Source: an optimization exercise on an open RTL-to-GDS flow (aim: small area). Production flows keep margins and buffers that such runs may drop. Function was checked by simulation only, so behaviour that the tests miss may differ from the original. The clock port is modelled as an ideal driver; clocking choices that lean on that would not hold on a real chip. Power is estimated from default activity; no workload was simulated.

==> flow/design.v <==
module test(
input rst,
input sigin,
input sysclk,
input modecontrol,
output highfreq,
output [7:0]Cathodes,
output[3:0] AN
);
assign highfreq = modecontrol;
reg iq, iqq, oq;
reg [2:0] ts;
reg tout;
wire irise = iq & ~iqq;
wire osig = modecontrol ? tout : iq;
wire orise = osig & ~oq;
always @(posedge sysclk) begin
  iqq <= iq; oq <= osig;
  if (rst) begin
    iq <= 0; ts <= 0; tout <= 0;
  end else begin
    iq <= sigin;
    if (irise) begin
      ts <= {ts[1:0], ~ts[2] & ~ts[1]};
      if (ts[2] & ~ts[1]) tout <= ~tout;
    end
  end
end
reg [6:0] p;
reg [9:0] q;
reg ph;                       
wire tick = (p == 7'd93);
wire g = (p == 7'd125) && (&q);
wire [10:0] qn = q + tick;
always @(posedge sysclk) begin
  if (rst) begin
    p <= 7'd122; q <= 10'd523; ph <= 0;
  end else begin
    p <= tick ? 7'd1 : {p[5:0], p[6] ^ p[5]};
    q <= qn[9:0] | {5'd0, qn[10], qn[10], 3'd0};
    if (g) ph <= ~ph;
  end
end
reg r;
reg [15:0] c;
wire clr = rst | (g & ph);
wire [4:0] e;
assign e[0] = r;
genvar i;
generate for (i = 0; i < 4; i = i + 1) begin : dg
  wire [3:0] b = c[4*i+3:4*i];
  wire [3:0] t;
  assign t[0] = e[i];
  assign t[1] = e[i] & b[0] & ~b[3];
  assign t[2] = e[i] & b[0] & b[1];
  assign t[3] = e[i] & b[0] & (b[3] | (b[1] & b[2]));
  assign e[i+1] = e[i] & b[0] & b[3];
  always @(posedge sysclk) c[4*i+3:4*i] <= clr ? 4'd0 : b ^ t;
end endgenerate
always @(posedge sysclk) r <= ~rst & orise & ~ph & ~g;
reg [3:0] dig;
wire [1:0] sel = q[1:0];
wire [3:0] m = sel[1] ? (sel[0] ? c[3:0] : c[15:12]) : (sel[0] ? c[11:8] : c[7:4]);
always @(posedge sysclk) dig <= rst ? 4'hF : tick ? m : dig;
wire [3:0] d = dig;
wire [6:0] seg;
assign seg[0] = (d[0] & ~d[1] & ~d[2] & ~d[3]) | (d[2] & d[3]) | (~d[0] & ~d[1] & d[2]);
assign seg[1] = (~d[0] & d[1] & d[2]) | (d[1] & d[3]) | (d[0] & ~d[1] & d[2]);
assign seg[2] = (d[1] & d[3]) | (~d[0] & d[1] & ~d[2]);
assign seg[3] = (~d[0] & ~d[1] & d[2]) | (d[0] & ~d[1] & ~d[2] & ~d[3]) | (d[0] & d[1] & d[2]);
assign seg[4] = (~d[1] & d[2]) | d[0];
assign seg[5] = (d[1] & ~d[2]) | (d[0] & ~d[2] & ~d[3]) | (d[0] & d[1]);
assign seg[6] = (~d[1] & ~d[2] & ~d[3]) | (d[0] & d[1] & d[2]);
wire blank = d[3] & d[1];
assign Cathodes = {1'b1, seg};
assign AN = {4{blank}} | ~{sel == 2'd3, sel == 2'd2, sel == 2'd1, sel == 2'd0};
endmodule
Settings: LEC_CHECK=0, CAP_MARGIN=0, CORE_MARGIN=2, CORE_UTILIZATION=40, PLACE_DENSITY=0.9, SLEW_MARGIN=0; clock period 15.0 ns.
standard.sh (not shown) runs the stock make flow with config.mk's settings and CLKGATE_MAP_FILE= SYNTH_SCRIPT=/design/flow/synth_recipe.tcl, a recipe that flattens the netlist after the stock synthesis.
==> flow/flow/run.sh <==
#!/bin/bash
# The standard ORFS layout (standard.sh) with these changes:
# - synthesis is standard.sh's own script (synth_recipe.tcl, unchanged) but
#   the ABC technology mapping runs the area-oriented script flow/area.abc in
#   place of ORFS's speed script (the 15 ns clock leaves ample slack);
# - before floorplanning, each gate is swapped for the smallest cell of the
#   same function (flow/downsize.tcl); repair steps size up where needed;
# - port buffers are the smallest buffer cell;
# - the clock tree is flat: three clock buffers fed by the clock port (two
#   clkbuf_8 and one clkbuf_4 for the smallest group), each driving the
#   registers of one slice of the core, split by x (flow/pre_cts.tcl;
#   TritonCTS then finds the clock already buffered and leaves it).
# Each tool's output goes to standard.log here and to ORFS's logs under orfs/.
set -euo pipefail
W=$PWD
cat > "$W/my_synth.tcl" <<EOT
# Run synth_recipe.tcl with flow/area.abc as the ABC script.
proc abc {args} {
  set i [lsearch -exact \$args -script]
  if {\$i >= 0} { lset args [expr {\$i + 1}] $W/flow/area.abc }
  yosys abc {*}\$args
}
source $W/synth_recipe.tcl
EOT
sed "s#SYNTH_SCRIPT=[^ ]*synth_recipe.tcl#SYNTH_SCRIPT=$W/my_synth.tcl#" standard.sh > my_standard.sh
grep -q "SYNTH_SCRIPT=$W/my_synth.tcl" my_standard.sh
export BUFFER_PORTS_ARGS="-buffer_cell sky130_fd_sc_hd__buf_1"
export PRE_FLOORPLAN_TCL="$W/flow/downsize.tcl"
export PRE_CTS_TCL="$W/flow/pre_cts.tcl"
bash my_standard.sh > standard.log 2>&1
==> flow/flow/pre_cts.tcl <==
# Flat clock tree: split the clock sinks into four groups by position (two
# halves by x, each split in two by y) and drive each group from the clock
# port through one clock buffer placed at the group's centroid.
set block [ord::get_db_block]
set dbu [$block getDbUnitsPerMicron]
set sinks {}
foreach it [[$block findNet sysclk] getITerms] {
  set inst [$it getInst]
  set loc [$inst getLocation]
  lappend sinks [list [lindex $loc 0] [lindex $loc 1] "[$inst getName]/[[$it getMTerm] getName]"]
}
set groups {}
set byx [lsort -integer -index 0 $sinks]
set h [expr {[llength $byx] / 2}]
foreach half [list [lrange $byx 0 [expr {$h - 1}]] [lrange $byx $h end]] {
  set byy [lsort -integer -index 1 $half]
  set q [expr {[llength $byy] / 2}]
  lappend groups [lrange $byy 0 [expr {$q - 1}]] [lrange $byy $q end]
}
set k 0
foreach grp $groups {
  set sx 0; set sy 0; set pins {}
  foreach s $grp {
    set sx [expr {$sx + [lindex $s 0]}]; set sy [expr {$sy + [lindex $s 1]}]
    lappend pins [get_pins [lindex $s 2]]
  }
  set n [llength $grp]
  set x [expr {double($sx) / $n / $dbu}]; set y [expr {double($sy) / $n / $dbu}]
  puts "clock group $k: $n sinks, buffer at $x $y"
  insert_buffer -buffer_cell sky130_fd_sc_hd__clkbuf_4 -net sysclk -load_pins $pins \
    -location [list $x $y] -buffer_name clkleaf_$k -net_name clkleaf_net_$k
  incr k
}
detailed_placement
Other scripts of this flow, unchanged in this note and not shown: flow/flow/area.abc, flow/flow/downsize.tcl
Then changed:
==> flow/flow/pre_cts.tcl (replaced) <==
# Flat clock tree: split the clock sinks into three groups by x position (two
# of two fifths each, one of a fifth) and drive each group from the clock port
# through one clock buffer placed at the group's centroid.
set block [ord::get_db_block]
set dbu [$block getDbUnitsPerMicron]
set sinks {}
foreach it [[$block findNet sysclk] getITerms] {
  set inst [$it getInst]
  set loc [$inst getLocation]
  lappend sinks [list [lindex $loc 0] [lindex $loc 1] "[$inst getName]/[[$it getMTerm] getName]"]
}
# group sizes and buffers: the two larger groups get clkbuf_8, the smallest
# (a fifth of the sinks) clkbuf_4
set byx [lsort -integer -index 0 $sinks]
set n [llength $byx]
set n3 [expr {$n / 5}]
set n1 [expr {($n - $n3) / 2}]
set bounds [list 0 $n1 [expr {$n - $n3}] $n]
set cells {sky130_fd_sc_hd__clkbuf_8 sky130_fd_sc_hd__clkbuf_8 sky130_fd_sc_hd__clkbuf_4}
for {set k 0} {$k < 3} {incr k} {
  set grp [lrange $byx [lindex $bounds $k] [expr {[lindex $bounds [expr {$k + 1}]] - 1}]]
  set sx 0; set sy 0; set pins {}
  foreach s $grp {
    set sx [expr {$sx + [lindex $s 0]}]; set sy [expr {$sy + [lindex $s 1]}]
    lappend pins [get_pins [lindex $s 2]]
  }
  set m [llength $grp]
  set x [expr {double($sx) / $m / $dbu}]; set y [expr {double($sy) / $m / $dbu}]
  puts "clock group $k: $m sinks, [lindex $cells $k] at $x $y"
  insert_buffer -buffer_cell [lindex $cells $k] -net sysclk -load_pins $pins \
    -location [list $x $y] -buffer_name clkleaf_$k -net_name clkleaf_net_$k
}
detailed_placement
--- a/flow/config.mk
+++ b/flow/config.mk
@@ -10,3 +10,3 @@
 export CORE_UTILIZATION = 40
-export PLACE_DENSITY = 0.9
+export GPL_TIMING_DRIVEN = 0
 export SLEW_MARGIN = 0
Outcome:
- hold slack loses 4.6 ps
- global-route usage fell by 0.18 points
- cell area barely changes
- clock skew fell by 3.2 ps
- total power rises by a few percent
- die area stays the same

* * *

// test: RTL as listed in full above, without the edits since
==> flow/config.mk <==
export PLATFORM = sky130hd
export DESIGN_NAME = test
export DESIGN_NICKNAME = test
export VERILOG_FILES = /design/flow/design.v
export SDC_FILE = /design/flow/constraint.sdc
export NUM_CORES = 4
export LEC_CHECK = 0
export CAP_MARGIN = 0
export CORE_MARGIN = 2
export CORE_UTILIZATION = 40
export PLACE_DENSITY = 0.9
export SLEW_MARGIN = 0
==> flow/constraint.sdc <==
create_clock -name core_clock -period 15.0 [get_ports {sysclk}]
set_input_delay 3.0000 -clock core_clock [delete_from_list [all_inputs] [get_ports {sysclk}]]
set_output_delay 3.0000 -clock core_clock [all_outputs]
set_load 0.01 [all_outputs]
==> flow/flow/run.sh <==
#!/bin/bash
# The standard ORFS layout (standard.sh) with these changes:
# - synthesis is standard.sh's own script (synth_recipe.tcl, unchanged) but
#   the ABC technology mapping runs the area-oriented script flow/area.abc in
#   place of ORFS's speed script (the 15 ns clock leaves ample slack);
# - before floorplanning, each gate is swapped for the smallest cell of the
#   same function (flow/downsize.tcl); repair steps size up where needed;
# - port buffers are the smallest buffer cell;
# - the clock tree is flat: four clkbuf_4 clock buffers fed by the clock
#   port, each driving the registers of one quarter of the core (flow/pre_cts.tcl;
#   TritonCTS then finds the clock already buffered and leaves it).
# Each tool's output goes to standard.log here and to ORFS's logs under orfs/.
set -euo pipefail
W=$PWD
cat > "$W/my_synth.tcl" <<EOT
# Run synth_recipe.tcl with flow/area.abc as the ABC script.
proc abc {args} {
  set i [lsearch -exact \$args -script]
  if {\$i >= 0} { lset args [expr {\$i + 1}] $W/flow/area.abc }
  yosys abc {*}\$args
}
source $W/synth_recipe.tcl
EOT
sed "s#SYNTH_SCRIPT=[^ ]*synth_recipe.tcl#SYNTH_SCRIPT=$W/my_synth.tcl#" standard.sh > my_standard.sh
grep -q "SYNTH_SCRIPT=$W/my_synth.tcl" my_standard.sh
export BUFFER_PORTS_ARGS="-buffer_cell sky130_fd_sc_hd__buf_1"
export PRE_FLOORPLAN_TCL="$W/flow/downsize.tcl"
export PRE_CTS_TCL="$W/flow/pre_cts.tcl"
bash my_standard.sh > standard.log 2>&1
==> flow/flow/pre_cts.tcl <==
# Flat clock tree: split the clock sinks into four groups by position (two
# halves by x, each split in two by y) and drive each group from the clock
# port through one clock buffer placed at the group's centroid.
set block [ord::get_db_block]
set dbu [$block getDbUnitsPerMicron]
set sinks {}
foreach it [[$block findNet sysclk] getITerms] {
  set inst [$it getInst]
  set loc [$inst getLocation]
  lappend sinks [list [lindex $loc 0] [lindex $loc 1] "[$inst getName]/[[$it getMTerm] getName]"]
}
set groups {}
set byx [lsort -integer -index 0 $sinks]
set h [expr {[llength $byx] / 2}]
foreach half [list [lrange $byx 0 [expr {$h - 1}]] [lrange $byx $h end]] {
  set byy [lsort -integer -index 1 $half]
  set q [expr {[llength $byy] / 2}]
  lappend groups [lrange $byy 0 [expr {$q - 1}]] [lrange $byy $q end]
}
set k 0
foreach grp $groups {
  set sx 0; set sy 0; set pins {}
  foreach s $grp {
    set sx [expr {$sx + [lindex $s 0]}]; set sy [expr {$sy + [lindex $s 1]}]
    lappend pins [get_pins [lindex $s 2]]
  }
  set n [llength $grp]
  set x [expr {double($sx) / $n / $dbu}]; set y [expr {double($sy) / $n / $dbu}]
  puts "clock group $k: $n sinks, buffer at $x $y"
  insert_buffer -buffer_cell sky130_fd_sc_hd__clkbuf_4 -net sysclk -load_pins $pins \
    -location [list $x $y] -buffer_name clkleaf_$k -net_name clkleaf_net_$k
  incr k
}
detailed_placement
Other scripts of this flow, unchanged in this note and not shown: flow/flow/area.abc, flow/flow/downsize.tcl
The baseline finished with timing, DRC and antenna clean.
==> next run, changes <==
--- a/flow/flow/run.sh
+++ b/flow/flow/run.sh
@@ -7,6 +7,7 @@
 #   same function (flow/downsize.tcl); repair steps size up where needed;
 # - port buffers are the smallest buffer cell;
-# - the clock tree is flat: four clkbuf_4 clock buffers fed by the clock
-#   port, each driving the registers of one quarter of the core (flow/pre_cts.tcl;
+# - the clock tree is flat: three clock buffers fed by the clock port (two
+#   clkbuf_8 and one clkbuf_4 for the smallest group), each driving the
+#   registers of one slice of the core, split by x (flow/pre_cts.tcl;
 #   TritonCTS then finds the clock already buffered and leaves it).
 # Each tool's output goes to standard.log here and to ORFS's logs under orfs/.
==> flow/flow/pre_cts.tcl (replaced) <==
# Flat clock tree: split the clock sinks into three groups by x position (two
# of two fifths each, one of a fifth) and drive each group from the clock port
# through one clock buffer placed at the group's centroid.
set block [ord::get_db_block]
set dbu [$block getDbUnitsPerMicron]
set sinks {}
foreach it [[$block findNet sysclk] getITerms] {
  set inst [$it getInst]
  set loc [$inst getLocation]
  lappend sinks [list [lindex $loc 0] [lindex $loc 1] "[$inst getName]/[[$it getMTerm] getName]"]
}
# group sizes and buffers: the two larger groups get clkbuf_8, the smallest
# (a fifth of the sinks) clkbuf_4
set byx [lsort -integer -index 0 $sinks]
set n [llength $byx]
set n3 [expr {$n / 5}]
set n1 [expr {($n - $n3) / 2}]
set bounds [list 0 $n1 [expr {$n - $n3}] $n]
set cells {sky130_fd_sc_hd__clkbuf_8 sky130_fd_sc_hd__clkbuf_8 sky130_fd_sc_hd__clkbuf_4}
for {set k 0} {$k < 3} {incr k} {
  set grp [lrange $byx [lindex $bounds $k] [expr {[lindex $bounds [expr {$k + 1}]] - 1}]]
  set sx 0; set sy 0; set pins {}
  foreach s $grp {
    set sx [expr {$sx + [lindex $s 0]}]; set sy [expr {$sy + [lindex $s 1]}]
    lappend pins [get_pins [lindex $s 2]]
  }
  set m [llength $grp]
  set x [expr {double($sx) / $m / $dbu}]; set y [expr {double($sy) / $m / $dbu}]
  puts "clock group $k: $m sinks, [lindex $cells $k] at $x $y"
  insert_buffer -buffer_cell [lindex $cells $k] -net sysclk -load_pins $pins \
    -location [list $x $y] -buffer_name clkleaf_$k -net_name clkleaf_net_$k
}
detailed_placement
- PLACE_DENSITY: 0.9 -> not set
Effect: Design area stays flat; global-route usage went up by 0.37 points; utilization rises by 0.11 points; total power goes up by 2.2%; routed wire length hardly moves; setup slack barely changes; sequential power is about the same; cell count falls by about 0.38%; worst hold slack gains 0.0041 ns; via count goes down by about 1.5%; clock power goes up by 9.4%.

* * *

== red ==
Another version of the RTL of test (not shown whole).
Size in the first run: about 17 I/O pins, about 0.0023 mm² of cells after synthesis.
clock: 15.0 ns
lec_check: 0
cap_margin: 20
core_margin: 2
core_utilization: 40
cts_buf_list: sky130_fd_sc_hd__clkbuf_8
cts_cluster_diameter: 200
cts_cluster_size: 60
slew_margin: 20
run.sh (not shown) runs the stock make flow with config.mk's settings and CLKGATE_MAP_FILE= SYNTH_SCRIPT=/design/flow/synth_recipe.tcl, a recipe that flattens the netlist after the stock synthesis.
Stock flow here: none of the scripts above is used.
> inputs changed (red -> blue)
Settings: CTS_CLUSTER_DIAMETER: 200 -> unset; CTS_CLUSTER_SIZE: 60 -> unset; CTS_BUF_LIST: sky130_fd_sc_hd__clkbuf_8 -> unset.
==> comparison <==
- Total power: blue vs red identical
- Diff red..blue | power density over cell area | unchanged
- Summary of blue over red: portion of total power attributed to combinational logic barely changed; floorplan row count barely changed.
- blue completed every stage of the flow, and the final layout passed the timing, design-rule and antenna checks.

* * *

test, a different RTL version from the one above (not shown whole).
Size: about 200 cells after synthesis, ~17 I/O pins.
Settings: LEC_CHECK=0, CAP_MARGIN=0, CORE_MARGIN=2, CORE_UTILIZATION=40, PLACE_DENSITY=0.9, SLEW_MARGIN=0; clock period 15.0 ns.
standard.sh (not shown) runs the stock make flow with config.mk's settings and CLKGATE_MAP_FILE= SYNTH_SCRIPT=/design/flow/synth_recipe.tcl, a recipe that flattens the netlist after the stock synthesis.
==> flow/flow/run.sh <==
#!/bin/bash
# The standard ORFS layout (standard.sh) with these changes:
# - synthesis is standard.sh's own script (synth_recipe.tcl, unchanged) but
#   the ABC technology mapping runs the area-oriented script flow/area.abc in
#   place of ORFS's speed script (the 15 ns clock leaves ample slack);
# - before floorplanning, each gate is swapped for the smallest cell of the
#   same function (flow/downsize.tcl); repair steps size up where needed;
# - port buffers are the smallest buffer cell;
# - the clock tree is flat: three clock buffers fed by the clock port (two
#   clkbuf_8 and one clkbuf_4 for the smallest group), each driving the
#   registers of one slice of the core, split by x (flow/pre_cts.tcl;
#   TritonCTS then finds the clock already buffered and leaves it).
# Each tool's output goes to standard.log here and to ORFS's logs under orfs/.
set -euo pipefail
W=$PWD
cat > "$W/my_synth.tcl" <<EOT
# Run synth_recipe.tcl with flow/area.abc as the ABC script.
proc abc {args} {
  set i [lsearch -exact \$args -script]
  if {\$i >= 0} { lset args [expr {\$i + 1}] $W/flow/area.abc }
  yosys abc {*}\$args
}
source $W/synth_recipe.tcl
EOT
sed "s#SYNTH_SCRIPT=[^ ]*synth_recipe.tcl#SYNTH_SCRIPT=$W/my_synth.tcl#" standard.sh > my_standard.sh
grep -q "SYNTH_SCRIPT=$W/my_synth.tcl" my_standard.sh
export BUFFER_PORTS_ARGS="-buffer_cell sky130_fd_sc_hd__buf_1"
export PRE_FLOORPLAN_TCL="$W/flow/downsize.tcl"
export PRE_CTS_TCL="$W/flow/pre_cts.tcl"
bash my_standard.sh > standard.log 2>&1
==> flow/flow/pre_cts.tcl <==
# Flat clock tree: split the clock sinks into three groups by x position (two
# of two fifths each, one of a fifth) and drive each group from the clock port
# through one clock buffer placed at the group's centroid.
set block [ord::get_db_block]
set dbu [$block getDbUnitsPerMicron]
set sinks {}
foreach it [[$block findNet sysclk] getITerms] {
  set inst [$it getInst]
  set loc [$inst getLocation]
  lappend sinks [list [lindex $loc 0] [lindex $loc 1] "[$inst getName]/[[$it getMTerm] getName]"]
}
# group sizes and buffers: the two larger groups get clkbuf_8, the smallest
# (a fifth of the sinks) clkbuf_4
set byx [lsort -integer -index 0 $sinks]
set n [llength $byx]
set n3 [expr {$n / 5}]
set n1 [expr {($n - $n3) / 2}]
set bounds [list 0 $n1 [expr {$n - $n3}] $n]
set cells {sky130_fd_sc_hd__clkbuf_8 sky130_fd_sc_hd__clkbuf_8 sky130_fd_sc_hd__clkbuf_4}
for {set k 0} {$k < 3} {incr k} {
  set grp [lrange $byx [lindex $bounds $k] [expr {[lindex $bounds [expr {$k + 1}]] - 1}]]
  set sx 0; set sy 0; set pins {}
  foreach s $grp {
    set sx [expr {$sx + [lindex $s 0]}]; set sy [expr {$sy + [lindex $s 1]}]
    lappend pins [get_pins [lindex $s 2]]
  }
  set m [llength $grp]
  set x [expr {double($sx) / $m / $dbu}]; set y [expr {double($sy) / $m / $dbu}]
  puts "clock group $k: $m sinks, [lindex $cells $k] at $x $y"
  insert_buffer -buffer_cell [lindex $cells $k] -net sysclk -load_pins $pins \
    -location [list $x $y] -buffer_name clkleaf_$k -net_name clkleaf_net_$k
}
detailed_placement
Other scripts of this flow, unchanged in this note and not shown: flow/flow/area.abc, flow/flow/downsize.tcl
==> next run, changes <==
--- a/flow/flow/run.sh
+++ b/flow/flow/run.sh
@@ -8,5 +8,4 @@
 # - port buffers are the smallest buffer cell;
-# - the clock tree is flat: three clock buffers fed by the clock port (two
-#   clkbuf_8 and one clkbuf_4 for the smallest group), each driving the
-#   registers of one slice of the core, split by x (flow/pre_cts.tcl;
+# - the clock tree is flat: four clkbuf_4 clock buffers fed by the clock
+#   port, each driving the registers of one quarter of the core (flow/pre_cts.tcl;
 #   TritonCTS then finds the clock already buffered and leaves it).
==> flow/flow/pre_cts.tcl (replaced) <==
# Flat clock tree: split the clock sinks into four groups by position (two
# halves by x, each split in two by y) and drive each group from the clock
# port through one clock buffer placed at the group's centroid.
set block [ord::get_db_block]
set dbu [$block getDbUnitsPerMicron]
set sinks {}
foreach it [[$block findNet sysclk] getITerms] {
  set inst [$it getInst]
  set loc [$inst getLocation]
  lappend sinks [list [lindex $loc 0] [lindex $loc 1] "[$inst getName]/[[$it getMTerm] getName]"]
}
set groups {}
set byx [lsort -integer -index 0 $sinks]
set h [expr {[llength $byx] / 2}]
foreach half [list [lrange $byx 0 [expr {$h - 1}]] [lrange $byx $h end]] {
  set byy [lsort -integer -index 1 $half]
  set q [expr {[llength $byy] / 2}]
  lappend groups [lrange $byy 0 [expr {$q - 1}]] [lrange $byy $q end]
}
set k 0
foreach grp $groups {
  set sx 0; set sy 0; set pins {}
  foreach s $grp {
    set sx [expr {$sx + [lindex $s 0]}]; set sy [expr {$sy + [lindex $s 1]}]
    lappend pins [get_pins [lindex $s 2]]
  }
  set n [llength $grp]
  set x [expr {double($sx) / $n / $dbu}]; set y [expr {double($sy) / $n / $dbu}]
  puts "clock group $k: $n sinks, buffer at $x $y"
  insert_buffer -buffer_cell sky130_fd_sc_hd__clkbuf_4 -net sysclk -load_pins $pins \
    -location [list $x $y] -buffer_name clkleaf_$k -net_name clkleaf_net_$k
  incr k
}
detailed_placement
Outcome:
- worst setup slack improves by 3.4 ps
- fmax barely changes
- core utilization shrinks by 0.11 points
- via count shrinks by 1.1%
- global-route usage barely changes
- power shrinks by 1.3%
- clock skew grows by 7.5 ps
- die area stays the same
- first-iteration DRC count shrinks by 7.4%

what the ideal ports hide:
How much do the figures lean on ideal ports? The routed layouts below were timed once more, with nothing changed but the port constraints. Step 1 (the two cells are an assumption about what drives the block):
set clk [get_ports {sysclk}]
set_driving_cell -lib_cell sky130_fd_sc_hd__clkbuf_16 $clk
set_driving_cell -lib_cell sky130_fd_sc_hd__buf_2 [delete_from_list [all_inputs] $clk]
Step 2 also shifts input and output timing later by t, the mid clock arrival at the registers, as if the neighbouring blocks saw the same clock. Slacks: no drivers / after step 1 / after step 2; pairs: no drivers / after step 1.
run | t, ns | setup WS [ns] | latest minus earliest clock arrival (ns) | slew at the worst register clock pin (ns) | worst slew at a driven data input, ns
the first run of note 1 | 0.211 | 8.743 / 8.719 / 8.719 | 0.014 / 0.013 | 0.12 / 0.12 | 0.03
the second run of note 1 | 0.200 | 8.646 / 8.621 / 8.621 | 0.011 / 0.011 | 0.11 / 0.11 | 0.03
the first run of note 2 | 0.211 | 8.743 / 8.719 / 8.719 | 0.014 / 0.013 | 0.12 / 0.12 | 0.03
the second run of note 2 | 0.199 | 8.741 / 8.719 / 8.719 | 0.009 / 0.009 | 0.11 / 0.11 | 0.03
red | 0.325 | 7.968 / 7.943 / 7.943 | 0.006 / 0.006 | 0.09 / 0.09 | 0.03
blue | 0.325 | 7.968 / 7.943 / 7.943 | 0.006 / 0.006 | 0.09 / 0.09 | 0.03
the first run of note 4 | 0.196 | 8.743 / 8.721 / 8.721 | 0.008 / 0.008 | 0.11 / 0.11 | 0.03
the second run of note 4 | 0.210 | 8.747 / 8.725 / 8.725 | 0.015 / 0.016 | 0.12 / 0.12 | 0.03
After both steps every run listed still meets setup and hold.
